This is an optimization exercise on Yosys and OpenROAD, whose aim is small area and a short achievable clock period, not a production implementation. Only simulation tests tie the RTL to the original design; equivalence was not proved. No driver is modelled on the clock port, so clock power and skew are understated where the tree is cut down; a real chip needs a root buffer or a tree.

File: design/flow/flow/run.sh
#!/bin/bash
# The standard layout with these changes to how it is made (the SDC and
# its clock period are unchanged):
#  - repair_timing keeps extra setup margin, so that it sizes the design for a
#    shorter achieved period;
#  - the clock tree uses larger sink clusters and no dummy loads, and after CTS
#    its branch level is removed and the root split in four (flatten_clock.tcl),
#    so every register is clocked through one root buffer and one leaf buffer;
#  - the port buffers are buf_2 cells.
# Each tool's full output is in the ORFS logs; make's output is in
# standard_cts.log and standard.log, the clock edit's in flatten_clock.log.
set -e
export SETUP_SLACK_MARGIN=8.0
export CTS_ARGS="-sink_clustering_enable -repair_clock_nets -dont_use_dummy_load -buf_list sky130_fd_sc_hd__clkbuf_16 -sink_clustering_size 30 -sink_clustering_max_diameter 200"
export BUFFER_PORTS_ARGS="-buffer_cell sky130_fd_sc_hd__buf_2"
bash standard.sh cts > standard_cts.log 2>&1
CLK_ROOTS=4 CTS_ODB=$PWD/orfs/results/$FLOW_PLATFORM/ParallelFIR/base/4_cts.odb openroad -no_init -exit flow/flatten_clock.tcl > flatten_clock.log 2>&1
bash standard.sh > standard.log 2>&1
File: design/flow/flow/flatten_clock.tcl
# Make the clock tree two levels deep: the leaf buffers that CTS hung below
# intermediate branch buffers are moved onto the root, and the branch buffers
# removed; then the leaves are split between CLK_ROOTS root buffers (2: west and
# east halves, 4: quarters), each placed at the middle of its leaves.  Every register keeps the
# same structure (one root buffer + one leaf buffer) between the clock port and
# its clock pin.
set odb_file $::env(CTS_ODB)
read_db $odb_file
set block [ord::get_db_block]
set clk [$block findNet clk]
set roots {}
foreach it [$clk getITerms] { lappend roots [$it getInst] }
if {[llength $roots] != 1} { puts "root count [llength $roots], nothing done"; exit 0 }
set root [lindex $roots 0]
set rootnet [[$root findITerm X] getNet]
puts "root [$root getName] ([[$root getMaster] getName]) net [$rootnet getName]"
set mids {}
foreach it [$rootnet getITerms] {
  set inst [$it getInst]
  if {$inst eq $root} continue
  set m [[$inst getMaster] getName]
  if {![string match "sky130_fd_sc_hd__clkbuf_*" $m]} { puts "non-buffer load [$inst getName] $m, nothing done"; exit 0 }
  lappend mids $inst
}
set moved 0
foreach mid $mids {
  set out [[$mid findITerm X] getNet]
  set loads {}
  foreach it [$out getITerms] {
    if {[$it getInst] ne $mid} { lappend loads $it }
  }
  set ok 1
  foreach it $loads {
    if {![string match "sky130_fd_sc_hd__clkbuf_*" [[[$it getInst] getMaster] getName]]} { set ok 0 }
  }
  if {!$ok} { puts "[$mid getName] drives registers, kept"; continue }
  foreach it $loads {
    $it disconnect
    $it connect $rootnet
    incr moved
  }
  puts "removed [$mid getName] ([llength $loads] leaves)"
  odb::dbInst_destroy $mid
  odb::dbNet_destroy $out
}
puts "moved $moved leaf buffers onto [$rootnet getName]"

set nroots 1
if {[info exists ::env(CLK_ROOTS)]} { set nroots $::env(CLK_ROOTS) }
if {$nroots > 1} {
  set leaves {}
  foreach it [$rootnet getITerms] {
    if {[$it getInst] ne $root} { lappend leaves $it }
  }
  if {[llength $leaves] >= 2 * $nroots} {
    # split the leaves into nroots groups of neighbours: by x, then each
    # half by y when there are four
    set xs {}
    foreach it $leaves { lappend xs [list [lindex [[$it getInst] getLocation] 0] [lindex [[$it getInst] getLocation] 1] $it] }
    set xs [lsort -integer -index 0 $xs]
    set half [expr {[llength $xs] / 2}]
    set groups [list [lrange $xs 0 [expr {$half - 1}]] [lrange $xs $half end]]
    if {$nroots == 4} {
      set g4 {}
      foreach g $groups {
        set g [lsort -integer -index 1 $g]
        set h [expr {[llength $g] / 2}]
        lappend g4 [lrange $g 0 [expr {$h - 1}]] [lrange $g $h end]
      }
      set groups $g4
    }
    set master [$root getMaster]
    set k 0
    foreach g $groups {
      if {$k == 0} {
        set inst $root
      } else {
        set inst [odb::dbInst_create $block $master "clkbuf_0_${k}_clk"]
        set net [odb::dbNet_create $block "clknet_0_${k}_clk"]
        $net setSigType CLOCK
        [$inst findITerm A] connect $clk
        [$inst findITerm X] connect $net
        foreach e $g {
          set it [lindex $e 2]
          $it disconnect
          $it connect $net
        }
      }
      set sx 0; set sy 0; set n 0
      foreach e $g { incr sx [lindex $e 0]; incr sy [lindex $e 1]; incr n }
      $inst setLocation [expr {$sx / $n}] [expr {$sy / $n}]
      $inst setPlacementStatus PLACED
      incr k
    }
    puts "$nroots roots: [join [lmap g $groups {llength $g}] { }] leaves"
    detailed_placement
    check_placement
  }
}
write_db $odb_file
File: design/flow/standard.sh
#!/bin/bash
# synth_recipe.tcl (not shown) runs the flow's synth.tcl, then flattens the netlist and writes it again
# the make line also repeats each setting of config.mk as NAME=value (left out here)
make -C /OpenROAD-flow-scripts/flow DESIGN_CONFIG=/design/flow/config.mk WORK_HOME=/design/flow/orfs CLKGATE_MAP_FILE= SYNTH_SCRIPT=/design/flow/synth_recipe.tcl "${@:-finish}"
File: design/flow/config.mk
export PLATFORM = sky130hd
export DESIGN_NAME = ParallelFIR
export DESIGN_NICKNAME = ParallelFIR
export VERILOG_FILES = /design/flow/design.v
export SDC_FILE = /design/flow/constraint.sdc
export NUM_CORES = 4
export LEC_CHECK = 0
export CAP_MARGIN = 20
export CORE_MARGIN = 2
export CORE_UTILIZATION = 50
export SLEW_MARGIN = 20
export SYNTH_HIERARCHICAL = 1
export SYNTH_MINIMUM_KEEP_SIZE = 0
File: design/flow/constraint.sdc
create_clock -name core_clock -period 11.0 [get_ports {clk}]
set_input_delay 2.2000 -clock core_clock [delete_from_list [all_inputs] [get_ports {clk}]]
set_output_delay 2.2000 -clock core_clock [all_outputs]
set_load 0.01 [all_outputs]
File: design/flow/design.v
`timescale 1ns/1ns
module ParallelFIR(input wire clk,
                   input wire signed [7:0] x,
                   output reg signed [17:0] y);
  reg [7:0] x1, x2, x3, x4, x5, x6, x7, x8, x9, x10, x11, x12, x13, x14, x15, x16, x17;
  reg p4_1_0, p4_2_0, p4_3_0, p4_4_0, p4_5_0, p4_6_0, p4_7_0, p4_8_0, p3_1_0, p3_1_1, p3_2_0, p3_2_1, p3_3_0, p3_3_1, p3_4_0, p3_4_1, p3_5_0, p3_5_1, p3_6_0, p3_6_1, p3_7_0, p3_7_1, p3_8_0, p3_8_1, p3_9_0, p3_9_1, p3_10_0, p3_10_1, p3_11_0, p3_11_1, p3_12_0, p3_12_1, p3_13_0, p2_0_0, p2_0_1, p2_1_0, p2_1_1, p2_2_0, p2_2_1, p2_3_0, p2_3_1, p2_4_0, p2_4_1, p2_5_0, p2_5_1, p2_6_0, p2_6_1, p2_7_0, p2_7_1, p2_8_0, p2_8_1, p2_9_0, p2_9_1, p2_10_0, p2_10_1, p2_11_0, p2_11_1, p2_12_0, p2_12_1, p2_13_0, p2_13_1, p2_14_0, p2_14_1, p2_15_0, p1_0_0, p1_0_1, p1_1_0, p1_1_1, p1_2_0, p1_2_1, p1_3_0, p1_3_1, p1_4_0, p1_4_1, p1_5_0, p1_5_1, p1_6_0, p1_6_1, p1_7_0, p1_7_1, p1_8_0, p1_8_1, p1_9_0, p1_9_1, p1_10_0, p1_10_1, p1_11_0, p1_11_1, p1_12_0, p1_12_1, p1_13_0, p1_13_1, p1_14_0, p1_14_1, p1_15_0, p1_15_1, p1_16_0, p1_16_1;
  reg [8:0] pa7;
  reg [8:0] pa5;
  reg [8:0] pa9;
  wire [7:0] pa7_a = x5;
  wire [7:0] pa7_b = x11;
  wire [7:0] pa7_gp = pa7_a & pa7_b;
  wire [7:0] pa7_pp = pa7_a ^ pa7_b;
  wire g1 = pa7_gp[1] | (pa7_pp[1] & pa7_gp[0]);
  wire g2 = pa7_gp[3] | (pa7_pp[3] & pa7_gp[2]);
  wire q2 = pa7_pp[3] & pa7_pp[2];
  wire g3 = pa7_gp[5] | (pa7_pp[5] & pa7_gp[4]);
  wire q3 = pa7_pp[5] & pa7_pp[4];
  wire g4 = pa7_gp[7] | (pa7_pp[7] & pa7_gp[6]);
  wire q4 = pa7_pp[7] & pa7_pp[6];
  wire g5 = g2 | (q2 & g1);
  wire g6 = g4 | (q4 & g3);
  wire q6 = q4 & q3;
  wire g7 = g6 | (q6 & g5);
  wire g8 = g3 | (q3 & g5);
  wire g9 = pa7_gp[2] | (pa7_pp[2] & g1);
  wire g10 = pa7_gp[4] | (pa7_pp[4] & g5);
  wire g11 = pa7_gp[6] | (pa7_pp[6] & g8);
  wire [7:0] pa7_cy = {g11, g8, g10, g5, g9, g1, pa7_gp[0], 1'b0};
  wire [8:0] pa7_d = {g7, pa7_pp ^ pa7_cy};
  wire [7:0] pa5_a = x2;
  wire [7:0] pa5_b = x12;
  wire [7:0] pa5_gp = pa5_a & pa5_b;
  wire [7:0] pa5_pp = pa5_a ^ pa5_b;
  wire g12 = pa5_gp[1] | (pa5_pp[1] & pa5_gp[0]);
  wire g13 = pa5_gp[3] | (pa5_pp[3] & pa5_gp[2]);
  wire q13 = pa5_pp[3] & pa5_pp[2];
  wire g14 = pa5_gp[5] | (pa5_pp[5] & pa5_gp[4]);
  wire q14 = pa5_pp[5] & pa5_pp[4];
  wire g15 = pa5_gp[7] | (pa5_pp[7] & pa5_gp[6]);
  wire q15 = pa5_pp[7] & pa5_pp[6];
  wire g16 = g13 | (q13 & g12);
  wire g17 = g15 | (q15 & g14);
  wire q17 = q15 & q14;
  wire g18 = g17 | (q17 & g16);
  wire g19 = g14 | (q14 & g16);
  wire g20 = pa5_gp[2] | (pa5_pp[2] & g12);
  wire g21 = pa5_gp[4] | (pa5_pp[4] & g16);
  wire g22 = pa5_gp[6] | (pa5_pp[6] & g19);
  wire [7:0] pa5_cy = {g22, g19, g21, g16, g20, g12, pa5_gp[0], 1'b0};
  wire [8:0] pa5_d = {g18, pa5_pp ^ pa5_cy};
  wire [7:0] pa9_a = x7;
  wire [7:0] pa9_b = x9;
  wire [7:0] pa9_gp = pa9_a & pa9_b;
  wire [7:0] pa9_pp = pa9_a ^ pa9_b;
  wire g23 = pa9_gp[1] | (pa9_pp[1] & pa9_gp[0]);
  wire g24 = pa9_gp[3] | (pa9_pp[3] & pa9_gp[2]);
  wire q24 = pa9_pp[3] & pa9_pp[2];
  wire g25 = pa9_gp[5] | (pa9_pp[5] & pa9_gp[4]);
  wire q25 = pa9_pp[5] & pa9_pp[4];
  wire g26 = pa9_gp[7] | (pa9_pp[7] & pa9_gp[6]);
  wire q26 = pa9_pp[7] & pa9_pp[6];
  wire g27 = g24 | (q24 & g23);
  wire g28 = g26 | (q26 & g25);
  wire q28 = q26 & q25;
  wire g29 = g28 | (q28 & g27);
  wire g30 = g25 | (q25 & g27);
  wire g31 = pa9_gp[2] | (pa9_pp[2] & g23);
  wire g32 = pa9_gp[4] | (pa9_pp[4] & g27);
  wire g33 = pa9_gp[6] | (pa9_pp[6] & g30);
  wire [7:0] pa9_cy = {g33, g30, g32, g27, g31, g23, pa9_gp[0], 1'b0};
  wire [8:0] pa9_d = {g29, pa9_pp ^ pa9_cy};
  wire [7:0] xo = {~x[7], x[6:0]};
  wire s34 = pa5[3] ^ pa5[2];
  wire c34 = pa5[3] & pa5[2];
  wire s35, c35;
  FullAdd u35 (.a(p4_5_0), .b(x1[4]), .c(x1[2]), .s(s35), .co(c35));
  wire s36, c36;
  FullAdd u36 (.a(p4_6_0), .b(x1[5]), .c(x1[3]), .s(s36), .co(c36));
  wire s37, c37;
  FullAdd u37 (.a(p4_7_0), .b(x1[6]), .c(x1[4]), .s(s37), .co(c37));
  wire s38, c38;
  FullAdd u38 (.a(p4_8_0), .b(x1[7]), .c(x1[5]), .s(s38), .co(c38));
  wire s39, c39;
  FullAdd u39 (.a(pa5[2]), .b(pa5[1]), .c(x4[1]), .s(s39), .co(c39));
  wire s40, c40;
  FullAdd u40 (.a(pa5[0]), .b(x4[2]), .c(x4[0]), .s(s40), .co(c40));
  wire s41, c41;
  FullAdd u41 (.a(p4_4_0), .b(x1[3]), .c(x1[1]), .s(s41), .co(c41));
  wire s42, c42;
  FullAdd u42 (.a(pa5[4]), .b(pa5[3]), .c(pa5[1]), .s(s42), .co(c42));
  wire s43, c43;
  FullAdd u43 (.a(x4[3]), .b(x4[1]), .c(x17[4]), .s(s43), .co(c43));
  wire n44 = ~x14[2];
  wire s45 = n44 ^ c34;
  wire c45 = n44 & c34;
  wire s46, c46;
  FullAdd u46 (.a(pa5[5]), .b(pa5[4]), .c(pa5[2]), .s(s46), .co(c46));
  wire s47, c47;
  FullAdd u47 (.a(x4[4]), .b(x4[2]), .c(x17[5]), .s(s47), .co(c47));
  wire s48, c48;
  FullAdd u48 (.a(x14[3]), .b(c35), .c(s36), .s(s48), .co(c48));
  wire s49, c49;
  FullAdd u49 (.a(pa5[6]), .b(pa5[5]), .c(pa5[3]), .s(s49), .co(c49));
  wire s50, c50;
  FullAdd u50 (.a(x4[5]), .b(x4[3]), .c(x17[6]), .s(s50), .co(c50));
  wire s51, c51;
  FullAdd u51 (.a(x14[4]), .b(c36), .c(s37), .s(s51), .co(c51));
  wire s52, c52;
  FullAdd u52 (.a(pa5[7]), .b(pa5[6]), .c(pa5[4]), .s(s52), .co(c52));
  wire s53, c53;
  FullAdd u53 (.a(x4[6]), .b(x4[4]), .c(x17[7]), .s(s53), .co(c53));
  wire s54, c54;
  FullAdd u54 (.a(x14[5]), .b(c37), .c(s38), .s(s54), .co(c54));
  wire s55, c55;
  FullAdd u55 (.a(pa5[8]), .b(pa5[7]), .c(pa5[5]), .s(s55), .co(c55));
  wire s56, c56;
  FullAdd u56 (.a(x1[6]), .b(x14[6]), .c(c38), .s(s56), .co(c56));
  wire s57 = x4[7] ^ x4[5];
  wire c57 = x4[7] & x4[5];
  wire s58, c58;
  FullAdd u58 (.a(pa5[8]), .b(pa5[6]), .c(x4[6]), .s(s58), .co(c58));
  wire s59, c59;
  FullAdd u59 (.a(pa5[1]), .b(pa5[0]), .c(x4[0]), .s(s59), .co(c59));
  wire s60, c60;
  FullAdd u60 (.a(p4_3_0), .b(x1[2]), .c(x1[0]), .s(s60), .co(c60));
  wire s61 = x17[2] ^ s39;
  wire c61 = x17[2] & s39;
  wire s62, c62;
  FullAdd u62 (.a(x17[3]), .b(s34), .c(c39), .s(s62), .co(c62));
  wire n63 = ~s40;
  wire s64, c64;
  FullAdd u64 (.a(x14[1]), .b(n63), .c(s41), .s(s64), .co(c64));
  wire s65, c65;
  FullAdd u65 (.a(c40), .b(s42), .c(s43), .s(s65), .co(c65));
  wire n66 = ~s45;
  wire s67, c67;
  FullAdd u67 (.a(c41), .b(s35), .c(n66), .s(s67), .co(c67));
  wire s68, c68;
  FullAdd u68 (.a(c42), .b(c43), .c(s46), .s(s68), .co(c68));
  wire n69 = ~s48;
  wire s70, c70;
  FullAdd u70 (.a(s47), .b(c45), .c(n69), .s(s70), .co(c70));
  wire s71, c71;
  FullAdd u71 (.a(c46), .b(c47), .c(s49), .s(s71), .co(c71));
  wire n72 = ~s50;
  wire s73, c73;
  FullAdd u73 (.a(n72), .b(c48), .c(s51), .s(s73), .co(c73));
  wire s74, c74;
  FullAdd u74 (.a(c49), .b(c50), .c(s52), .s(s74), .co(c74));
  wire n75 = ~s53;
  wire s76, c76;
  FullAdd u76 (.a(n75), .b(c51), .c(s54), .s(s76), .co(c76));
  wire s77, c77;
  FullAdd u77 (.a(s57), .b(c52), .c(c53), .s(s77), .co(c77));
  wire n78 = ~s55;
  wire s79, c79;
  FullAdd u79 (.a(n78), .b(c54), .c(s56), .s(s79), .co(c79));
  wire s80, c80;
  FullAdd u80 (.a(c57), .b(c55), .c(s58), .s(s80), .co(c80));
  wire s81, c81;
  FullAdd u81 (.a(x1[7]), .b(x14[7]), .c(c56), .s(s81), .co(c81));
  wire s82 = pa5[7] ^ x4[7];
  wire c82 = pa5[7] & x4[7];
  wire s83 = pa5[0] ^ x17[0];
  wire c83 = pa5[0] & x17[0];
  wire n84 = ~x17[1];
  wire s85, c85;
  FullAdd u85 (.a(p4_2_0), .b(x1[1]), .c(n84), .s(s85), .co(c85));
  wire n86 = ~c59;
  wire s87, c87;
  FullAdd u87 (.a(x14[0]), .b(n86), .c(s60), .s(s87), .co(c87));
  wire n88 = ~c60;
  wire s89, c89;
  FullAdd u89 (.a(n88), .b(c61), .c(s62), .s(s89), .co(c89));
  wire n90 = ~c64;
  wire s91, c91;
  FullAdd u91 (.a(c62), .b(s65), .c(n90), .s(s91), .co(c91));
  wire s92, c92;
  FullAdd u92 (.a(c65), .b(s68), .c(s70), .s(s92), .co(c92));
  wire s93, c93;
  FullAdd u93 (.a(c68), .b(s71), .c(c70), .s(s93), .co(c93));
  wire n94 = ~c73;
  wire s95, c95;
  FullAdd u95 (.a(c71), .b(s74), .c(n94), .s(s95), .co(c95));
  wire n96 = ~c76;
  wire s97, c97;
  FullAdd u97 (.a(c74), .b(s77), .c(n96), .s(s97), .co(c97));
  wire n98 = ~c79;
  wire s99, c99;
  FullAdd u99 (.a(c77), .b(s80), .c(n98), .s(s99), .co(c99));
  wire s100, c100;
  FullAdd u100 (.a(s82), .b(c58), .c(c80), .s(s100), .co(c100));
  wire n101 = ~p4_1_0;
  wire n102 = ~x1[0];
  wire s103 = n101 ^ n102;
  wire c103 = n101 & n102;
  wire n104 = ~s85;
  wire s105, c105;
  FullAdd u105 (.a(c83), .b(s59), .c(n104), .s(s105), .co(c105));
  wire n106 = ~s61;
  wire s107, c107;
  FullAdd u107 (.a(c85), .b(n106), .c(s87), .s(s107), .co(c107));
  wire n108 = ~s89;
  wire s109, c109;
  FullAdd u109 (.a(c87), .b(s64), .c(n108), .s(s109), .co(c109));
  wire n110 = ~s67;
  wire s111, c111;
  FullAdd u111 (.a(n110), .b(c89), .c(s91), .s(s111), .co(c111));
  wire n112 = ~c67;
  wire s113, c113;
  FullAdd u113 (.a(n112), .b(c91), .c(s92), .s(s113), .co(c113));
  wire n114 = ~s73;
  wire s115, c115;
  FullAdd u115 (.a(n114), .b(c92), .c(s93), .s(s115), .co(c115));
  wire n116 = ~s76;
  wire s117, c117;
  FullAdd u117 (.a(n116), .b(c93), .c(s95), .s(s117), .co(c117));
  wire n118 = ~s79;
  wire s119, c119;
  FullAdd u119 (.a(n118), .b(c95), .c(s97), .s(s119), .co(c119));
  wire n120 = ~s81;
  wire s121, c121;
  FullAdd u121 (.a(n120), .b(c97), .c(s99), .s(s121), .co(c121));
  wire n122 = ~c81;
  wire s123, c123;
  FullAdd u123 (.a(n122), .b(s100), .c(c99), .s(s123), .co(c123));
  wire s124, c124;
  FullAdd u124 (.a(pa5[8]), .b(c82), .c(c100), .s(s124), .co(c124));
  wire s125 = pa9[3] ^ pa9[0];
  wire c125 = pa9[3] & pa9[0];
  wire s126, c126;
  FullAdd u126 (.a(p3_5_1), .b(pa9[4]), .c(pa9[1]), .s(s126), .co(c126));
  wire s127, c127;
  FullAdd u127 (.a(p3_5_0), .b(pa7[5]), .c(pa7[4]), .s(s127), .co(c127));
  wire s128, c128;
  FullAdd u128 (.a(p3_6_0), .b(p3_6_1), .c(pa9[5]), .s(s128), .co(c128));
  wire s129, c129;
  FullAdd u129 (.a(pa9[2]), .b(pa9[1]), .c(x11[3]), .s(s129), .co(c129));
  wire s130, c130;
  FullAdd u130 (.a(pa7[6]), .b(pa7[5]), .c(pa7[3]), .s(s130), .co(c130));
  wire s131, c131;
  FullAdd u131 (.a(p3_7_0), .b(p3_7_1), .c(pa9[6]), .s(s131), .co(c131));
  wire s132, c132;
  FullAdd u132 (.a(pa9[3]), .b(pa9[2]), .c(x11[4]), .s(s132), .co(c132));
  wire s133, c133;
  FullAdd u133 (.a(pa7[7]), .b(pa7[6]), .c(pa7[4]), .s(s133), .co(c133));
  wire n134 = ~pa7[2];
  wire n135 = ~x3[4];
  wire s136 = n134 ^ n135;
  wire c136 = n134 & n135;
  wire s137, c137;
  FullAdd u137 (.a(p3_8_0), .b(p3_8_1), .c(pa9[7]), .s(s137), .co(c137));
  wire s138, c138;
  FullAdd u138 (.a(pa7[8]), .b(pa7[7]), .c(pa7[5]), .s(s138), .co(c138));
  wire s139, c139;
  FullAdd u139 (.a(pa9[4]), .b(pa9[3]), .c(x11[5]), .s(s139), .co(c139));
  wire n140 = ~pa7[3];
  wire n141 = ~x3[5];
  wire s142 = n140 ^ n141;
  wire c142 = n140 & n141;
  wire s143, c143;
  FullAdd u143 (.a(pa7[8]), .b(pa7[6]), .c(pa7[4]), .s(s143), .co(c143));
  wire s144, c144;
  FullAdd u144 (.a(p3_9_0), .b(p3_9_1), .c(pa9[8]), .s(s144), .co(c144));
  wire s145, c145;
  FullAdd u145 (.a(pa9[5]), .b(pa9[4]), .c(x11[6]), .s(s145), .co(c145));
  wire s146, c146;
  FullAdd u146 (.a(p3_10_0), .b(p3_10_1), .c(pa9[6]), .s(s146), .co(c146));
  wire s147 = pa9[5] ^ x11[7];
  wire c147 = pa9[5] & x11[7];
  wire s148, c148;
  FullAdd u148 (.a(p3_3_1), .b(pa7[3]), .c(pa7[2]), .s(s148), .co(c148));
  wire s149 = p3_3_0 ^ pa9[2];
  wire c149 = p3_3_0 & pa9[2];
  wire s150, c150;
  FullAdd u150 (.a(p3_4_0), .b(p3_4_1), .c(pa7[4]), .s(s150), .co(c150));
  wire s151, c151;
  FullAdd u151 (.a(x11[1]), .b(x17[4]), .c(s125), .s(s151), .co(c151));
  wire n152 = ~pa7[1];
  wire s153 = n140 ^ n152;
  wire c153 = n140 & n152;
  wire s154, c154;
  FullAdd u154 (.a(pa9[0]), .b(x11[2]), .c(x17[5]), .s(s154), .co(c154));
  wire s155, c155;
  FullAdd u155 (.a(pa7[2]), .b(pa7[0]), .c(x3[2]), .s(s155), .co(c155));
  wire n156 = ~s127;
  wire s157, c157;
  FullAdd u157 (.a(c125), .b(s126), .c(n156), .s(s157), .co(c157));
  wire s158, c158;
  FullAdd u158 (.a(pa7[1]), .b(x3[3]), .c(x11[0]), .s(s158), .co(c158));
  wire s159, c159;
  FullAdd u159 (.a(x17[6]), .b(c126), .c(s128), .s(s159), .co(c159));
  wire n160 = ~s129;
  wire s161, c161;
  FullAdd u161 (.a(c127), .b(n160), .c(s130), .s(s161), .co(c161));
  wire s162, c162;
  FullAdd u162 (.a(x17[7]), .b(s136), .c(c128), .s(s162), .co(c162));
  wire s163, c163;
  FullAdd u163 (.a(c129), .b(s131), .c(s132), .s(s163), .co(c163));
  wire s164, c164;
  FullAdd u164 (.a(x11[1]), .b(c130), .c(s133), .s(s164), .co(c164));
  wire s165, c165;
  FullAdd u165 (.a(c136), .b(s142), .c(c131), .s(s165), .co(c165));
  wire s166, c166;
  FullAdd u166 (.a(c132), .b(s137), .c(s139), .s(s166), .co(c166));
  wire s167, c167;
  FullAdd u167 (.a(x11[2]), .b(c133), .c(s138), .s(s167), .co(c167));
  wire s168, c168;
  FullAdd u168 (.a(c142), .b(c137), .c(c139), .s(s168), .co(c168));
  wire s169, c169;
  FullAdd u169 (.a(x3[6]), .b(x11[3]), .c(c138), .s(s169), .co(c169));
  wire n170 = ~s143;
  wire s171, c171;
  FullAdd u171 (.a(n170), .b(s144), .c(s145), .s(s171), .co(c171));
  wire s172, c172;
  FullAdd u172 (.a(pa7[7]), .b(pa7[5]), .c(x3[7]), .s(s172), .co(c172));
  wire s173, c173;
  FullAdd u173 (.a(s147), .b(c144), .c(c145), .s(s173), .co(c173));
  wire n174 = ~s146;
  wire s175, c175;
  FullAdd u175 (.a(x11[4]), .b(c143), .c(n174), .s(s175), .co(c175));
  wire s176, c176;
  FullAdd u176 (.a(p3_11_0), .b(p3_11_1), .c(pa9[7]), .s(s176), .co(c176));
  wire s177, c177;
  FullAdd u177 (.a(pa9[6]), .b(c147), .c(c146), .s(s177), .co(c177));
  wire s178, c178;
  FullAdd u178 (.a(pa7[8]), .b(pa7[6]), .c(x11[5]), .s(s178), .co(c178));
  wire s179, c179;
  FullAdd u179 (.a(p3_12_0), .b(p3_12_1), .c(pa9[8]), .s(s179), .co(c179));
  wire n180 = ~pa7[7];
  wire s181 = n180 ^ pa9[7];
  wire c181 = n180 & pa9[7];
  wire s182, c182;
  FullAdd u182 (.a(p3_1_0), .b(p3_1_1), .c(pa9[0]), .s(s182), .co(c182));
  wire s183, c183;
  FullAdd u183 (.a(p3_2_0), .b(p3_2_1), .c(pa9[1]), .s(s183), .co(c183));
  wire s184 = n134 ^ n152;
  wire c184 = n134 & n152;
  wire s185, c185;
  FullAdd u185 (.a(x11[0]), .b(x17[3]), .c(s149), .s(s185), .co(c185));
  wire s186, c186;
  FullAdd u186 (.a(pa7[0]), .b(x3[0]), .c(s148), .s(s186), .co(c186));
  wire s187, c187;
  FullAdd u187 (.a(c149), .b(s153), .c(s151), .s(s187), .co(c187));
  wire s188, c188;
  FullAdd u188 (.a(x3[1]), .b(c148), .c(s150), .s(s188), .co(c188));
  wire s189, c189;
  FullAdd u189 (.a(c153), .b(s154), .c(c151), .s(s189), .co(c189));
  wire n190 = ~s157;
  wire s191, c191;
  FullAdd u191 (.a(c150), .b(s155), .c(n190), .s(s191), .co(c191));
  wire s192, c192;
  FullAdd u192 (.a(c154), .b(s159), .c(c157), .s(s192), .co(c192));
  wire s193, c193;
  FullAdd u193 (.a(c155), .b(s158), .c(s161), .s(s193), .co(c193));
  wire s194, c194;
  FullAdd u194 (.a(c159), .b(s162), .c(s163), .s(s194), .co(c194));
  wire s195, c195;
  FullAdd u195 (.a(c158), .b(s164), .c(c161), .s(s195), .co(c195));
  wire s196, c196;
  FullAdd u196 (.a(c162), .b(c163), .c(s165), .s(s196), .co(c196));
  wire n197 = ~s166;
  wire s198, c198;
  FullAdd u198 (.a(c164), .b(n197), .c(s167), .s(s198), .co(c198));
  wire s199, c199;
  FullAdd u199 (.a(c165), .b(c166), .c(s168), .s(s199), .co(c199));
  wire n200 = ~s171;
  wire s201, c201;
  FullAdd u201 (.a(c167), .b(s169), .c(n200), .s(s201), .co(c201));
  wire s202, c202;
  FullAdd u202 (.a(c168), .b(s173), .c(c171), .s(s202), .co(c202));
  wire s203, c203;
  FullAdd u203 (.a(s172), .b(c169), .c(s175), .s(s203), .co(c203));
  wire s204, c204;
  FullAdd u204 (.a(s176), .b(c173), .c(s177), .s(s204), .co(c204));
  wire s205, c205;
  FullAdd u205 (.a(c172), .b(s178), .c(c175), .s(s205), .co(c205));
  wire s206, c206;
  FullAdd u206 (.a(s181), .b(c176), .c(s179), .s(s206), .co(c206));
  wire n207 = ~c177;
  wire s208, c208;
  FullAdd u208 (.a(x11[6]), .b(c178), .c(n207), .s(s208), .co(c208));
  wire s209, c209;
  FullAdd u209 (.a(p3_13_0), .b(pa9[8]), .c(c181), .s(s209), .co(c209));
  wire n210 = ~c179;
  wire s211, c211;
  FullAdd u211 (.a(pa7[8]), .b(x11[7]), .c(n210), .s(s211), .co(c211));
  wire s212 = x17[1] ^ s182;
  wire c212 = x17[1] & s182;
  wire s213, c213;
  FullAdd u213 (.a(x17[2]), .b(s184), .c(c182), .s(s213), .co(c213));
  wire s214, c214;
  FullAdd u214 (.a(c184), .b(c183), .c(s185), .s(s214), .co(c214));
  wire n215 = ~c185;
  wire s216, c216;
  FullAdd u216 (.a(n215), .b(c186), .c(s188), .s(s216), .co(c216));
  wire n217 = ~c188;
  wire s218, c218;
  FullAdd u218 (.a(n217), .b(c187), .c(s189), .s(s218), .co(c218));
  wire n219 = ~c191;
  wire s220, c220;
  FullAdd u220 (.a(c189), .b(s192), .c(n219), .s(s220), .co(c220));
  wire n221 = ~c193;
  wire s222, c222;
  FullAdd u222 (.a(c192), .b(s194), .c(n221), .s(s222), .co(c222));
  wire n223 = ~c195;
  wire s224, c224;
  FullAdd u224 (.a(c194), .b(n223), .c(s196), .s(s224), .co(c224));
  wire n225 = ~c198;
  wire s226, c226;
  FullAdd u226 (.a(c196), .b(s199), .c(n225), .s(s226), .co(c226));
  wire n227 = ~c201;
  wire s228, c228;
  FullAdd u228 (.a(c199), .b(s202), .c(n227), .s(s228), .co(c228));
  wire n229 = ~c203;
  wire s230, c230;
  FullAdd u230 (.a(c202), .b(s204), .c(n229), .s(s230), .co(c230));
  wire n231 = ~c205;
  wire s232, c232;
  FullAdd u232 (.a(s206), .b(c204), .c(n231), .s(s232), .co(c232));
  wire n233 = ~s211;
  wire s234, c234;
  FullAdd u234 (.a(s209), .b(c206), .c(n233), .s(s234), .co(c234));
  wire n235 = ~pa7[0];
  wire s236 = n152 ^ n235;
  wire c236 = n152 & n235;
  wire s237, c237;
  FullAdd u237 (.a(s183), .b(c212), .c(s213), .s(s237), .co(c237));
  wire n238 = ~s186;
  wire s239, c239;
  FullAdd u239 (.a(c213), .b(n238), .c(s214), .s(s239), .co(c239));
  wire n240 = ~s216;
  wire s241, c241;
  FullAdd u241 (.a(c214), .b(s187), .c(n240), .s(s241), .co(c241));
  wire n242 = ~s218;
  wire s243, c243;
  FullAdd u243 (.a(c216), .b(s191), .c(n242), .s(s243), .co(c243));
  wire n244 = ~s193;
  wire s245, c245;
  FullAdd u245 (.a(n244), .b(c218), .c(s220), .s(s245), .co(c245));
  wire n246 = ~s195;
  wire s247, c247;
  FullAdd u247 (.a(n246), .b(c220), .c(s222), .s(s247), .co(c247));
  wire n248 = ~s198;
  wire s249, c249;
  FullAdd u249 (.a(n248), .b(c222), .c(s224), .s(s249), .co(c249));
  wire n250 = ~s201;
  wire s251, c251;
  FullAdd u251 (.a(n250), .b(c224), .c(s226), .s(s251), .co(c251));
  wire n252 = ~s203;
  wire s253, c253;
  FullAdd u253 (.a(n252), .b(c226), .c(s228), .s(s253), .co(c253));
  wire n254 = ~s205;
  wire s255, c255;
  FullAdd u255 (.a(n254), .b(c228), .c(s230), .s(s255), .co(c255));
  wire n256 = ~s208;
  wire s257, c257;
  FullAdd u257 (.a(n256), .b(c230), .c(s232), .s(s257), .co(c257));
  wire n258 = ~c208;
  wire s259, c259;
  FullAdd u259 (.a(n258), .b(s234), .c(c232), .s(s259), .co(c259));
  wire n260 = ~c211;
  wire s261, c261;
  FullAdd u261 (.a(c209), .b(n260), .c(c234), .s(s261), .co(c261));
  wire s262 = 1'b1 ^ p2_4_0 ^ p2_4_1;
  wire c262 = (1'b1 & p2_4_0) | (1'b1 & p2_4_1) | (p2_4_0 & p2_4_1);
  wire s263, c263;
  FullAdd u263 (.a(p2_5_1), .b(x10[5]), .c(x17[4]), .s(s263), .co(c263));
  wire s264 = 1'b1 ^ p2_6_1 ^ x1[5];
  wire c264 = (1'b1 & p2_6_1) | (1'b1 & x1[5]) | (p2_6_1 & x1[5]);
  wire s265, c265;
  FullAdd u265 (.a(p2_6_0), .b(x8[0]), .c(x10[6]), .s(s265), .co(c265));
  wire s266, c266;
  FullAdd u266 (.a(p2_7_0), .b(p2_7_1), .c(x1[6]), .s(s266), .co(c266));
  wire s267, c267;
  FullAdd u267 (.a(x2[7]), .b(x8[4]), .c(x10[0]), .s(s267), .co(c267));
  wire s268 = x14[5] ^ x14[3];
  wire c268 = x14[5] & x14[3];
  wire s269, c269;
  FullAdd u269 (.a(p2_8_0), .b(p2_8_1), .c(x1[7]), .s(s269), .co(c269));
  wire s270, c270;
  FullAdd u270 (.a(x8[5]), .b(x10[1]), .c(x14[6]), .s(s270), .co(c270));
  wire s271 = 1'b1 ^ p2_9_0 ^ p2_9_1;
  wire c271 = (1'b1 & p2_9_0) | (1'b1 & p2_9_1) | (p2_9_0 & p2_9_1);
  wire s272 = 1'b1 ^ p2_2_0 ^ p2_2_1;
  wire c272 = (1'b1 & p2_2_0) | (1'b1 & p2_2_1) | (p2_2_0 & p2_2_1);
  wire s273, c273;
  FullAdd u273 (.a(p2_3_0), .b(p2_3_1), .c(x1[2]), .s(s273), .co(c273));
  wire s274, c274;
  FullAdd u274 (.a(x2[3]), .b(x8[0]), .c(x14[1]), .s(s274), .co(c274));
  wire s275, c275;
  FullAdd u275 (.a(x1[3]), .b(x2[4]), .c(x8[1]), .s(s275), .co(c275));
  wire s276, c276;
  FullAdd u276 (.a(x14[2]), .b(x14[0]), .c(s262), .s(s276), .co(c276));
  wire n277 = ~x10[4];
  wire n278 = ~x17[3];
  wire s279 = n277 ^ n278;
  wire c279 = n277 & n278;
  wire s280, c280;
  FullAdd u280 (.a(p2_5_0), .b(x1[4]), .c(x2[5]), .s(s280), .co(c280));
  wire s281, c281;
  FullAdd u281 (.a(x8[2]), .b(x14[3]), .c(x14[1]), .s(s281), .co(c281));
  wire n282 = ~c262;
  wire s283, c283;
  FullAdd u283 (.a(x17[2]), .b(n282), .c(s263), .s(s283), .co(c283));
  wire s284, c284;
  FullAdd u284 (.a(x2[6]), .b(x8[3]), .c(x14[4]), .s(s284), .co(c284));
  wire s285, c285;
  FullAdd u285 (.a(x17[5]), .b(x17[3]), .c(c263), .s(s285), .co(c285));
  wire n286 = ~s265;
  wire s287, c287;
  FullAdd u287 (.a(x14[2]), .b(s264), .c(n286), .s(s287), .co(c287));
  wire s288, c288;
  FullAdd u288 (.a(x8[1]), .b(x10[7]), .c(x17[6]), .s(s288), .co(c288));
  wire s289, c289;
  FullAdd u289 (.a(s268), .b(c264), .c(s266), .s(s289), .co(c289));
  wire n290 = ~s267;
  wire s291, c291;
  FullAdd u291 (.a(x17[4]), .b(c265), .c(n290), .s(s291), .co(c291));
  wire s292, c292;
  FullAdd u292 (.a(x14[4]), .b(c268), .c(c266), .s(s292), .co(c292));
  wire s293, c293;
  FullAdd u293 (.a(c267), .b(s269), .c(s270), .s(s293), .co(c293));
  wire s294, c294;
  FullAdd u294 (.a(x8[2]), .b(x17[7]), .c(x17[5]), .s(s294), .co(c294));
  wire s295, c295;
  FullAdd u295 (.a(x8[6]), .b(x10[2]), .c(x14[7]), .s(s295), .co(c295));
  wire s296, c296;
  FullAdd u296 (.a(x14[5]), .b(c269), .c(c270), .s(s296), .co(c296));
  wire n297 = ~s271;
  wire s298, c298;
  FullAdd u298 (.a(x8[3]), .b(x17[6]), .c(n297), .s(s298), .co(c298));
  wire s299, c299;
  FullAdd u299 (.a(p2_10_0), .b(p2_10_1), .c(x8[7]), .s(s299), .co(c299));
  wire s300, c300;
  FullAdd u300 (.a(x10[3]), .b(x14[6]), .c(c271), .s(s300), .co(c300));
  wire n301 = ~x8[4];
  wire n302 = ~x17[7];
  wire s303 = n301 ^ n302;
  wire c303 = n301 & n302;
  wire s304 = 1'b1 ^ p2_11_0 ^ p2_11_1;
  wire c304 = (1'b1 & p2_11_0) | (1'b1 & p2_11_1) | (p2_11_0 & p2_11_1);
  wire s305 = x10[4] ^ x14[7];
  wire c305 = x10[4] & x14[7];
  wire s306 = 1'b1 ^ p2_12_0;
  wire c306 = 1'b1 & p2_12_0;
  wire s307, c307;
  FullAdd u307 (.a(p2_1_0), .b(p2_1_1), .c(x1[0]), .s(s307), .co(c307));
  wire s308, c308;
  FullAdd u308 (.a(x1[1]), .b(x2[2]), .c(x14[0]), .s(s308), .co(c308));
  wire n309 = ~x10[2];
  wire s310 = n309 ^ n84;
  wire c310 = n309 & n84;
  wire s311, c311;
  FullAdd u311 (.a(c272), .b(s273), .c(s274), .s(s311), .co(c311));
  wire s312, c312;
  FullAdd u312 (.a(x10[3]), .b(x17[2]), .c(x17[0]), .s(s312), .co(c312));
  wire s313, c313;
  FullAdd u313 (.a(s279), .b(c273), .c(c274), .s(s313), .co(c313));
  wire s314, c314;
  FullAdd u314 (.a(n84), .b(s275), .c(s276), .s(s314), .co(c314));
  wire s315, c315;
  FullAdd u315 (.a(c279), .b(c275), .c(s280), .s(s315), .co(c315));
  wire n316 = ~s283;
  wire s317, c317;
  FullAdd u317 (.a(s281), .b(c276), .c(n316), .s(s317), .co(c317));
  wire s318, c318;
  FullAdd u318 (.a(c280), .b(c281), .c(s284), .s(s318), .co(c318));
  wire n319 = ~s287;
  wire s320, c320;
  FullAdd u320 (.a(c283), .b(s285), .c(n319), .s(s320), .co(c320));
  wire s321, c321;
  FullAdd u321 (.a(c284), .b(s289), .c(c287), .s(s321), .co(c321));
  wire s322, c322;
  FullAdd u322 (.a(s288), .b(c285), .c(s291), .s(s322), .co(c322));
  wire s323, c323;
  FullAdd u323 (.a(c289), .b(s292), .c(s293), .s(s323), .co(c323));
  wire s324, c324;
  FullAdd u324 (.a(c288), .b(s294), .c(c291), .s(s324), .co(c324));
  wire s325, c325;
  FullAdd u325 (.a(s295), .b(c292), .c(c293), .s(s325), .co(c325));
  wire n326 = ~s296;
  wire s327, c327;
  FullAdd u327 (.a(c294), .b(n326), .c(s298), .s(s327), .co(c327));
  wire s328, c328;
  FullAdd u328 (.a(s303), .b(c295), .c(s299), .s(s328), .co(c328));
  wire n329 = ~c298;
  wire s330, c330;
  FullAdd u330 (.a(c296), .b(s300), .c(n329), .s(s330), .co(c330));
  wire s331, c331;
  FullAdd u331 (.a(s305), .b(c303), .c(c299), .s(s331), .co(c331));
  wire n332 = ~x8[5];
  wire s333, c333;
  FullAdd u333 (.a(n332), .b(s304), .c(c300), .s(s333), .co(c333));
  wire s334, c334;
  FullAdd u334 (.a(p2_12_1), .b(x10[5]), .c(c305), .s(s334), .co(c334));
  wire n335 = ~x8[6];
  wire s336, c336;
  FullAdd u336 (.a(n335), .b(s306), .c(c304), .s(s336), .co(c336));
  wire s337, c337;
  FullAdd u337 (.a(p2_13_0), .b(p2_13_1), .c(x10[6]), .s(s337), .co(c337));
  wire n338 = ~x8[7];
  wire s339 = n338 ^ c306;
  wire c339 = n338 & c306;
  wire s340 = 1'b1 ^ p2_14_0 ^ p2_14_1;
  wire c340 = (1'b1 & p2_14_0) | (1'b1 & p2_14_1) | (p2_14_0 & p2_14_1);
  wire s341 = p2_0_1 ^ x2[0];
  wire c341 = p2_0_1 & x2[0];
  wire n342 = ~x2[1];
  wire s343, c343;
  FullAdd u343 (.a(n342), .b(x10[1]), .c(x17[0]), .s(s343), .co(c343));
  wire s344, c344;
  FullAdd u344 (.a(s310), .b(c307), .c(s308), .s(s344), .co(c344));
  wire s345, c345;
  FullAdd u345 (.a(c310), .b(c308), .c(s311), .s(s345), .co(c345));
  wire s346, c346;
  FullAdd u346 (.a(c311), .b(s313), .c(s314), .s(s346), .co(c346));
  wire s347, c347;
  FullAdd u347 (.a(c313), .b(s315), .c(c314), .s(s347), .co(c347));
  wire s348, c348;
  FullAdd u348 (.a(c315), .b(s318), .c(c317), .s(s348), .co(c348));
  wire n349 = ~c320;
  wire s350, c350;
  FullAdd u350 (.a(c318), .b(s321), .c(n349), .s(s350), .co(c350));
  wire n351 = ~c322;
  wire s352, c352;
  FullAdd u352 (.a(c321), .b(s323), .c(n351), .s(s352), .co(c352));
  wire n353 = ~c324;
  wire s354, c354;
  FullAdd u354 (.a(c323), .b(n353), .c(s325), .s(s354), .co(c354));
  wire s355, c355;
  FullAdd u355 (.a(s328), .b(c325), .c(s330), .s(s355), .co(c355));
  wire s356, c356;
  FullAdd u356 (.a(c328), .b(s331), .c(s333), .s(s356), .co(c356));
  wire s357, c357;
  FullAdd u357 (.a(s334), .b(c331), .c(s336), .s(s357), .co(c357));
  wire s358, c358;
  FullAdd u358 (.a(s337), .b(s339), .c(c334), .s(s358), .co(c358));
  wire s359, c359;
  FullAdd u359 (.a(x10[7]), .b(c337), .c(s340), .s(s359), .co(c359));
  wire s360 = 1'b1 ^ p2_15_0;
  wire c360 = 1'b1 & p2_15_0;
  wire n361 = ~p2_0_0;
  wire n362 = ~x10[0];
  wire s363 = n361 ^ n362;
  wire c363 = n361 & n362;
  wire n364 = ~s343;
  wire s365, c365;
  FullAdd u365 (.a(c341), .b(s307), .c(n364), .s(s365), .co(c365));
  wire n366 = ~c343;
  wire s367, c367;
  FullAdd u367 (.a(n366), .b(s272), .c(s344), .s(s367), .co(c367));
  wire n368 = ~s312;
  wire s369, c369;
  FullAdd u369 (.a(n368), .b(c344), .c(s345), .s(s369), .co(c369));
  wire n370 = ~c312;
  wire s371, c371;
  FullAdd u371 (.a(n370), .b(c345), .c(s346), .s(s371), .co(c371));
  wire s372, c372;
  FullAdd u372 (.a(s317), .b(s347), .c(c346), .s(s372), .co(c372));
  wire n373 = ~s320;
  wire s374, c374;
  FullAdd u374 (.a(n373), .b(c347), .c(s348), .s(s374), .co(c374));
  wire n375 = ~s322;
  wire s376, c376;
  FullAdd u376 (.a(n375), .b(c348), .c(s350), .s(s376), .co(c376));
  wire n377 = ~s324;
  wire s378, c378;
  FullAdd u378 (.a(n377), .b(c350), .c(s352), .s(s378), .co(c378));
  wire n379 = ~s327;
  wire s380, c380;
  FullAdd u380 (.a(n379), .b(c352), .c(s354), .s(s380), .co(c380));
  wire n381 = ~c327;
  wire s382, c382;
  FullAdd u382 (.a(n381), .b(c354), .c(s355), .s(s382), .co(c382));
  wire s383, c383;
  FullAdd u383 (.a(c330), .b(s356), .c(c355), .s(s383), .co(c383));
  wire s384, c384;
  FullAdd u384 (.a(c333), .b(s357), .c(c356), .s(s384), .co(c384));
  wire s385, c385;
  FullAdd u385 (.a(c336), .b(s358), .c(c357), .s(s385), .co(c385));
  wire s386, c386;
  FullAdd u386 (.a(c339), .b(s359), .c(c358), .s(s386), .co(c386));
  wire s387, c387;
  FullAdd u387 (.a(s360), .b(c340), .c(c359), .s(s387), .co(c387));
  wire s388 = p1_1_0 ^ p1_1_1;
  wire c388 = p1_1_0 & p1_1_1;
  wire n389 = ~x1[1];
  wire s390, c390;
  FullAdd u390 (.a(p1_2_0), .b(p1_2_1), .c(n389), .s(s390), .co(c390));
  wire n391 = ~x1[2];
  wire s392, c392;
  FullAdd u392 (.a(p1_3_0), .b(p1_3_1), .c(n391), .s(s392), .co(c392));
  wire n393 = ~x1[3];
  wire s394, c394;
  FullAdd u394 (.a(p1_4_0), .b(p1_4_1), .c(n393), .s(s394), .co(c394));
  wire n395 = ~x1[4];
  wire s396, c396;
  FullAdd u396 (.a(p1_5_0), .b(p1_5_1), .c(n395), .s(s396), .co(c396));
  wire n397 = ~x1[5];
  wire s398, c398;
  FullAdd u398 (.a(p1_6_0), .b(p1_6_1), .c(n397), .s(s398), .co(c398));
  wire n399 = ~x1[6];
  wire s400, c400;
  FullAdd u400 (.a(p1_7_0), .b(p1_7_1), .c(n399), .s(s400), .co(c400));
  wire n401 = ~x1[7];
  wire s402, c402;
  FullAdd u402 (.a(p1_8_0), .b(p1_8_1), .c(n401), .s(s402), .co(c402));
  wire s403 = p1_9_0 ^ p1_9_1;
  wire c403 = p1_9_0 & p1_9_1;
  wire s404 = p1_10_0 ^ p1_10_1;
  wire c404 = p1_10_0 & p1_10_1;
  wire s405 = p1_11_0 ^ p1_11_1;
  wire c405 = p1_11_0 & p1_11_1;
  wire s406 = p1_12_0 ^ p1_12_1;
  wire c406 = p1_12_0 & p1_12_1;
  wire s407 = p1_13_0 ^ p1_13_1;
  wire c407 = p1_13_0 & p1_13_1;
  wire s408 = p1_14_0 ^ p1_14_1;
  wire c408 = p1_14_0 & p1_14_1;
  wire s409 = p1_15_0 ^ p1_15_1;
  wire c409 = p1_15_0 & p1_15_1;
  wire s410 = p1_16_0 ^ p1_16_1;
  wire c410 = p1_16_0 & p1_16_1;
  wire [17:0] r0 = {c410, c409, c408, c407, c406, c405, c404, c403, c402, c400, c398, c396, c394, c392, c390, c388, s388, p1_0_0};
  wire [17:0] r1 = {1'b1, s410, s409, s408, s407, s406, s405, s404, s403, s402, s400, s398, s396, s394, s392, s390, ~x1[0], p1_0_1};
  wire [17:0] gp = r0 & r1;
  wire [17:0] pp = r0 ^ r1;
  wire g411 = gp[1] | (pp[1] & gp[0]);
  wire g412 = gp[3] | (pp[3] & gp[2]);
  wire q412 = pp[3] & pp[2];
  wire g413 = gp[5] | (pp[5] & gp[4]);
  wire q413 = pp[5] & pp[4];
  wire g414 = gp[7] | (pp[7] & gp[6]);
  wire q414 = pp[7] & pp[6];
  wire g415 = gp[9] | (pp[9] & gp[8]);
  wire q415 = pp[9] & pp[8];
  wire g416 = gp[11] | (pp[11] & gp[10]);
  wire q416 = pp[11] & pp[10];
  wire g417 = gp[13] | (pp[13] & gp[12]);
  wire q417 = pp[13] & pp[12];
  wire g418 = gp[15] | (pp[15] & gp[14]);
  wire q418 = pp[15] & pp[14];
  wire g419 = g412 | (q412 & g411);
  wire g420 = g414 | (q414 & g413);
  wire q420 = q414 & q413;
  wire g421 = g416 | (q416 & g415);
  wire q421 = q416 & q415;
  wire g422 = g418 | (q418 & g417);
  wire q422 = q418 & q417;
  wire g423 = g420 | (q420 & g419);
  wire g424 = g422 | (q422 & g421);
  wire q424 = q422 & q421;
  wire g425 = g424 | (q424 & g423);
  wire g426 = g421 | (q421 & g423);
  wire g427 = g413 | (q413 & g419);
  wire g428 = g415 | (q415 & g423);
  wire g429 = g417 | (q417 & g426);
  wire g430 = gp[2] | (pp[2] & g411);
  wire g431 = gp[4] | (pp[4] & g419);
  wire g432 = gp[6] | (pp[6] & g427);
  wire g433 = gp[8] | (pp[8] & g423);
  wire g434 = gp[10] | (pp[10] & g428);
  wire g435 = gp[12] | (pp[12] & g426);
  wire g436 = gp[14] | (pp[14] & g429);
  wire g437 = gp[16] | (pp[16] & g425);
  wire [17:0] cy = {g437, g425, g436, g429, g435, g426, g434, g428, g433, g423, g432, g427, g431, g419, g430, g411, gp[0], 1'b0};
  wire [17:0] sum = pp ^ cy;
  always @(posedge clk) begin
    x1 <= xo;
    x2 <= x1;
    x3 <= x2;
    x4 <= x3;
    x5 <= x4;
    x6 <= x5;
    x7 <= x6;
    x8 <= x7;
    x9 <= x8;
    x10 <= x9;
    x11 <= x10;
    x12 <= x11;
    x13 <= x12;
    x14 <= x13;
    x15 <= x14;
    x16 <= x15;
    x17 <= x16;
    p4_1_0 <= x17[0];
    p4_2_0 <= x17[1];
    p4_3_0 <= x17[2];
    p4_4_0 <= x17[3];
    p4_5_0 <= x17[4];
    p4_6_0 <= x17[5];
    p4_7_0 <= x17[6];
    p4_8_0 <= x17[7];
    p3_1_0 <= s103;
    p3_1_1 <= s83;
    p3_2_0 <= c103;
    p3_2_1 <= s105;
    p3_3_0 <= c105;
    p3_3_1 <= s107;
    p3_4_0 <= c107;
    p3_4_1 <= s109;
    p3_5_0 <= c109;
    p3_5_1 <= s111;
    p3_6_0 <= c111;
    p3_6_1 <= s113;
    p3_7_0 <= c113;
    p3_7_1 <= s115;
    p3_8_0 <= c115;
    p3_8_1 <= s117;
    p3_9_0 <= c117;
    p3_9_1 <= s119;
    p3_10_0 <= c119;
    p3_10_1 <= s121;
    p3_11_0 <= c121;
    p3_11_1 <= s123;
    p3_12_0 <= c123;
    p3_12_1 <= s124;
    p3_13_0 <= c124;
    p2_0_0 <= pa7[0];
    p2_0_1 <= x17[0];
    p2_1_0 <= s236;
    p2_1_1 <= s212;
    p2_2_0 <= c236;
    p2_2_1 <= s237;
    p2_3_0 <= c237;
    p2_3_1 <= s239;
    p2_4_0 <= c239;
    p2_4_1 <= s241;
    p2_5_0 <= c241;
    p2_5_1 <= s243;
    p2_6_0 <= c243;
    p2_6_1 <= s245;
    p2_7_0 <= c245;
    p2_7_1 <= s247;
    p2_8_0 <= c247;
    p2_8_1 <= s249;
    p2_9_0 <= c249;
    p2_9_1 <= s251;
    p2_10_0 <= c251;
    p2_10_1 <= s253;
    p2_11_0 <= c253;
    p2_11_1 <= s255;
    p2_12_0 <= c255;
    p2_12_1 <= s257;
    p2_13_0 <= c257;
    p2_13_1 <= s259;
    p2_14_0 <= c259;
    p2_14_1 <= s261;
    p2_15_0 <= c261;
    p1_0_0 <= s363;
    p1_0_1 <= s341;
    p1_1_0 <= c363;
    p1_1_1 <= s365;
    p1_2_0 <= c365;
    p1_2_1 <= s367;
    p1_3_0 <= c367;
    p1_3_1 <= s369;
    p1_4_0 <= c369;
    p1_4_1 <= s371;
    p1_5_0 <= c371;
    p1_5_1 <= s372;
    p1_6_0 <= c372;
    p1_6_1 <= s374;
    p1_7_0 <= c374;
    p1_7_1 <= s376;
    p1_8_0 <= c376;
    p1_8_1 <= s378;
    p1_9_0 <= c378;
    p1_9_1 <= s380;
    p1_10_0 <= c380;
    p1_10_1 <= s382;
    p1_11_0 <= c382;
    p1_11_1 <= s383;
    p1_12_0 <= c383;
    p1_12_1 <= s384;
    p1_13_0 <= c384;
    p1_13_1 <= s385;
    p1_14_0 <= c385;
    p1_14_1 <= s386;
    p1_15_0 <= c386;
    p1_15_1 <= s387;
    p1_16_0 <= c387;
    p1_16_1 <= c360;
    pa7 <= pa7_d;
    pa5 <= pa5_d;
    pa9 <= pa9_d;
    y <= sum;
  end
endmodule
module FullAdd(input wire a, input wire b, input wire c,
               output wire s, output wire co);
  assign s = a ^ b ^ c;
  assign co = (a & b) | (a & c) | (b & c);
endmodule
==> summary.md <==
| Metric | Value |
|---|---|
| Status | `no timing/DRC/antenna violations` |
| Critical Path AT | `0.77 ns` |
| Tcrit/Tclk final | `27.0%` |
| Mapped Nets | `1183` |
| GRT Util Overall | `20.3%` |
| Core Util, Final | `55.0%` |
| CP Cell Sequence | `buf_6` |
| Startpoint types | `flop` |
| Clock skew | `0.0478 ns` |
| Reg clk slew, reported paths | `0.11 ns` |
| Cts hold-fix bufs | `0` |
| Diode count | `0` |
| Routed via count | `5787` |
| Vias in the first global route | `6968` |
| Routed Antenna Nets | `0` |
| Post-layout min period | `2.97 ns` |
| Starting density of the core | `50.8%` |
| Remaining global-route overflow | `0` |
| Post-synth design cell area | `12700 um^2` |
| Final HPWL DP | `20800 um` |
| Initial drt markers | `280` |
| Area Overhead vs Synth | `8.35%` |
| Std-Cell Core Area | `25100 um^2` |
| Critical Path RT | `8.80 ns` |
| DR pass1 iterations | `4` |
| Max stage delay on crit path | `0.34 ns` |
| Synth Warn # | `7` |
| Max cap viols | `0` |
| Worst Setup EP | `y[13]` |
| Final Max Tran Viols | `0` |
| Syn Inst Count | `844` |
| Least-Margin Pin Slew | `0.511 ns` |
| DRT Wirelength | `24200 um` |
| Final setup TNS | `0 ns` |
| IO Pins | `27` |
| Initial antenna violation count | `0` |
| RSZ-0062 raised after global routing | `yes` |
| Sink Count | `278` |
| Commonest cells after routing, fill and taps aside | `fa_1, dfxtp_1, inv_1, ha_1, dfxtp_2` |
| First-pass GRT wire length | `39200 um` |
| Die X | `164 um` |
| Fill count | `2018` |
| Crit-path slowest cell | `dfxtp_2` |
| Reg-to-Reg Start | `pa7[4]$_DFF_P_` |
| Worst-skew pair later-pin latency | `0.32 ns` |
| DIE AREA | `26800 um^2` |
| R2R setup slack | `8.04 ns` |
| Crit Path Class | `flop to output pin` |
| CP endpoint kind | `output pin` |
| Final Setup Violations | `0` |
| Synth cell types | `26` |
| Number of synthesized register bits | `278` |
| Vias per cell | `4.75` |
| Reg2reg end | `p2_10_1$_DFF_P_` |
| Pin count of the biggest net entering global routing | `31` |
| WP buf/inv | `1` |
| Share of cells above drive strength 1 | `11.5%` |
| CP Depth | `1` |
| Hold Slack | `0.328 ns` |
| Max transition margin | `65.5%` |
| Port Buffer Count | `26` |
| Hold Violations, Final | `0` |
| Crit path max-delay family | `flip-flops` |
| Die Ht | `164 um` |
| Fmax | `337 MHz` |
| Worst r2r path cells | `8` |
| Mean Syn Cell Area | `15.1 um^2` |
| Seq/Total Area, Yosys | `43.7%` |
| DRC | `0` |
| Wire per inst | `19.9 um` |
| Most common cell after layout, fill and taps aside | `fa_1` |
| Net count, final | `1230` |
| Rows | `58` |
| HP Class | `flop to flop` |
| CP startpoint | `y[13]$_DFF_P_` |
| Critical Path Fanout Max | `1` |
| GP Congestion | `0.892` |
[Yosys stat by module, one instance, submodules excluded]
| module | copies in the design | cell area (um^2) | cells inside | flops+latches |
|---|---|---|---|---|
| ParallelFIR | 1 | 8080 | 611 | 278 |
| FullAdd | 233 | 20.0 | 1 | 0 |
[cell usage after synthesis]
master	n	area share (%)
nor2b_1	5	0.25
xnor2_1	5	0.34
nand2b_1	4	0.20
o22ai_2	1	0.098
nor3_1	3	0.12
nand2_1	2	0.059
fa_1	254	40
a211oi_2	2	0.20
a21o_1	2	0.12
xor2_1	12	0.82
ha_1	76	7.5
o21a_1	1	0.059
a21oi_1	8	0.31
o21a_4	1	0.12
o21ai_2	1	0.069
inv_1	157	4.6
dfxtp_1	278	44
o41ai_2	1	0.13
or4_4	1	0.088
o41a_1	3	0.27
a21oi_2	2	0.14
nor2_1	11	0.32
o211ai_2	1	0.098
o211ai_1	1	0.059
or2_2	3	0.15
o21ai_0	9	0.35
[cell families (layout without fill, tap and decap cells)]
kind of cell | count (synthesis) | in the layout | share of synthesized area [%]
adder cells (fa/ha/maj) | 330 | 330 | 47.4
buffers and inverters | 157 | 202 | 4.62
XOR/XNOR | 17 | 17 | 1.17
flip-flops | 278 | 278 | 43.7
AND/OR/NAND/NOR | 29 | 29 | 1.18
AO/OA/AOI/OAI | 33 | 33 | 2.01
[stage by stage]
step	instance area (um^2)	setup WS (ns)	instances
6_report	13800	8.03	1219
5_1_grt	13800	7.96	1219
4_1_cts	13700	7.82	1214
3_5_place_dp	13300	7.92	1200
3_3_place_gp	13300	7.97	1200
2_1_floorplan	12700	8.10	844
[sequential cells by signal, summed over array words and instances (netlist names), 9 cells and up]
signal	cells
y	18
pa5	9
pa7	9
pa9	9
[repair_timing]
item	in CTS	in global routing
buffers inserted	1	4
setup endpoints to repair	43	23
gates resized for setup	24	38
pin swaps	1	6
[metal layers]
metal	global-route usage [%]	wire length, um	vias to the layer above
li1	-	-	2608
met1	26.8	10800	3044
met2	33.9	11800	103
met3	4.60	1120	32
met4	5.66	545	0
met5	0	0	-
[worst min path at each step]
stage	cells past startpoint	to	start	slack [ns]
CTS	0	x17[4]$_DFF_P_	x16[4]$_DFF_P_	0.34
global placement	0	x16[6]$_DFF_P_	x15[6]$_DFF_P_	0.31
global route	0	x16[4]$_DFF_P_	x15[4]$_DFF_P_	0.33
detailed placement	0	x17[2]$_DFF_P_	x16[2]$_DFF_P_	0.31
finish	0	x16[4]$_DFF_P_	x15[4]$_DFF_P_	0.33
floorplan	0	x14[0]$_DFF_P_	x13[0]$_DFF_P_	0.31
[layout make-up]
cell class | instances | area [um^2] | area share (%)
well taps | 330 | 413 | 2.99
flip-flops and latches | 278 | 5640 | 40.8
multi-input cells | 409 | 6600 | 47.8
clock buffers | 11 | 275 | 1.99
plain buffers | 3 | 75.1 | 0.544
inverters | 157 | 589 | 4.27
repair buffers | 31 | 218 | 1.58

-- re-timing with driven ports --
The flow's constraints put no driver on any port. The routed layout listed below was extracted and timed again, unchanged, in two steps. Step 1, drivers: a clkbuf_16 drives clk and a buf_2 each remaining input, both assumed. Step 2 adds t to the input delays and takes it off the output delays; t is the mean of the earliest and latest rising clock arrival at the registers after step 1. Input paths then give back, and output paths get back, about the clock's delay inside the block. Three values: ideal, step 1, step 2; two values: the first two.
t, ns: 0.394
setup slack, ns: 8.034 / 7.934 / 8.043
hold slack, ns: 0.328 / 0.328 / 0.328
worst data-port slew with drivers (ns): 0.03
After both steps setup and hold are still met in this run. The setup slack of this run moves by -0.100 ns with the drivers and by +0.009 ns with both steps.
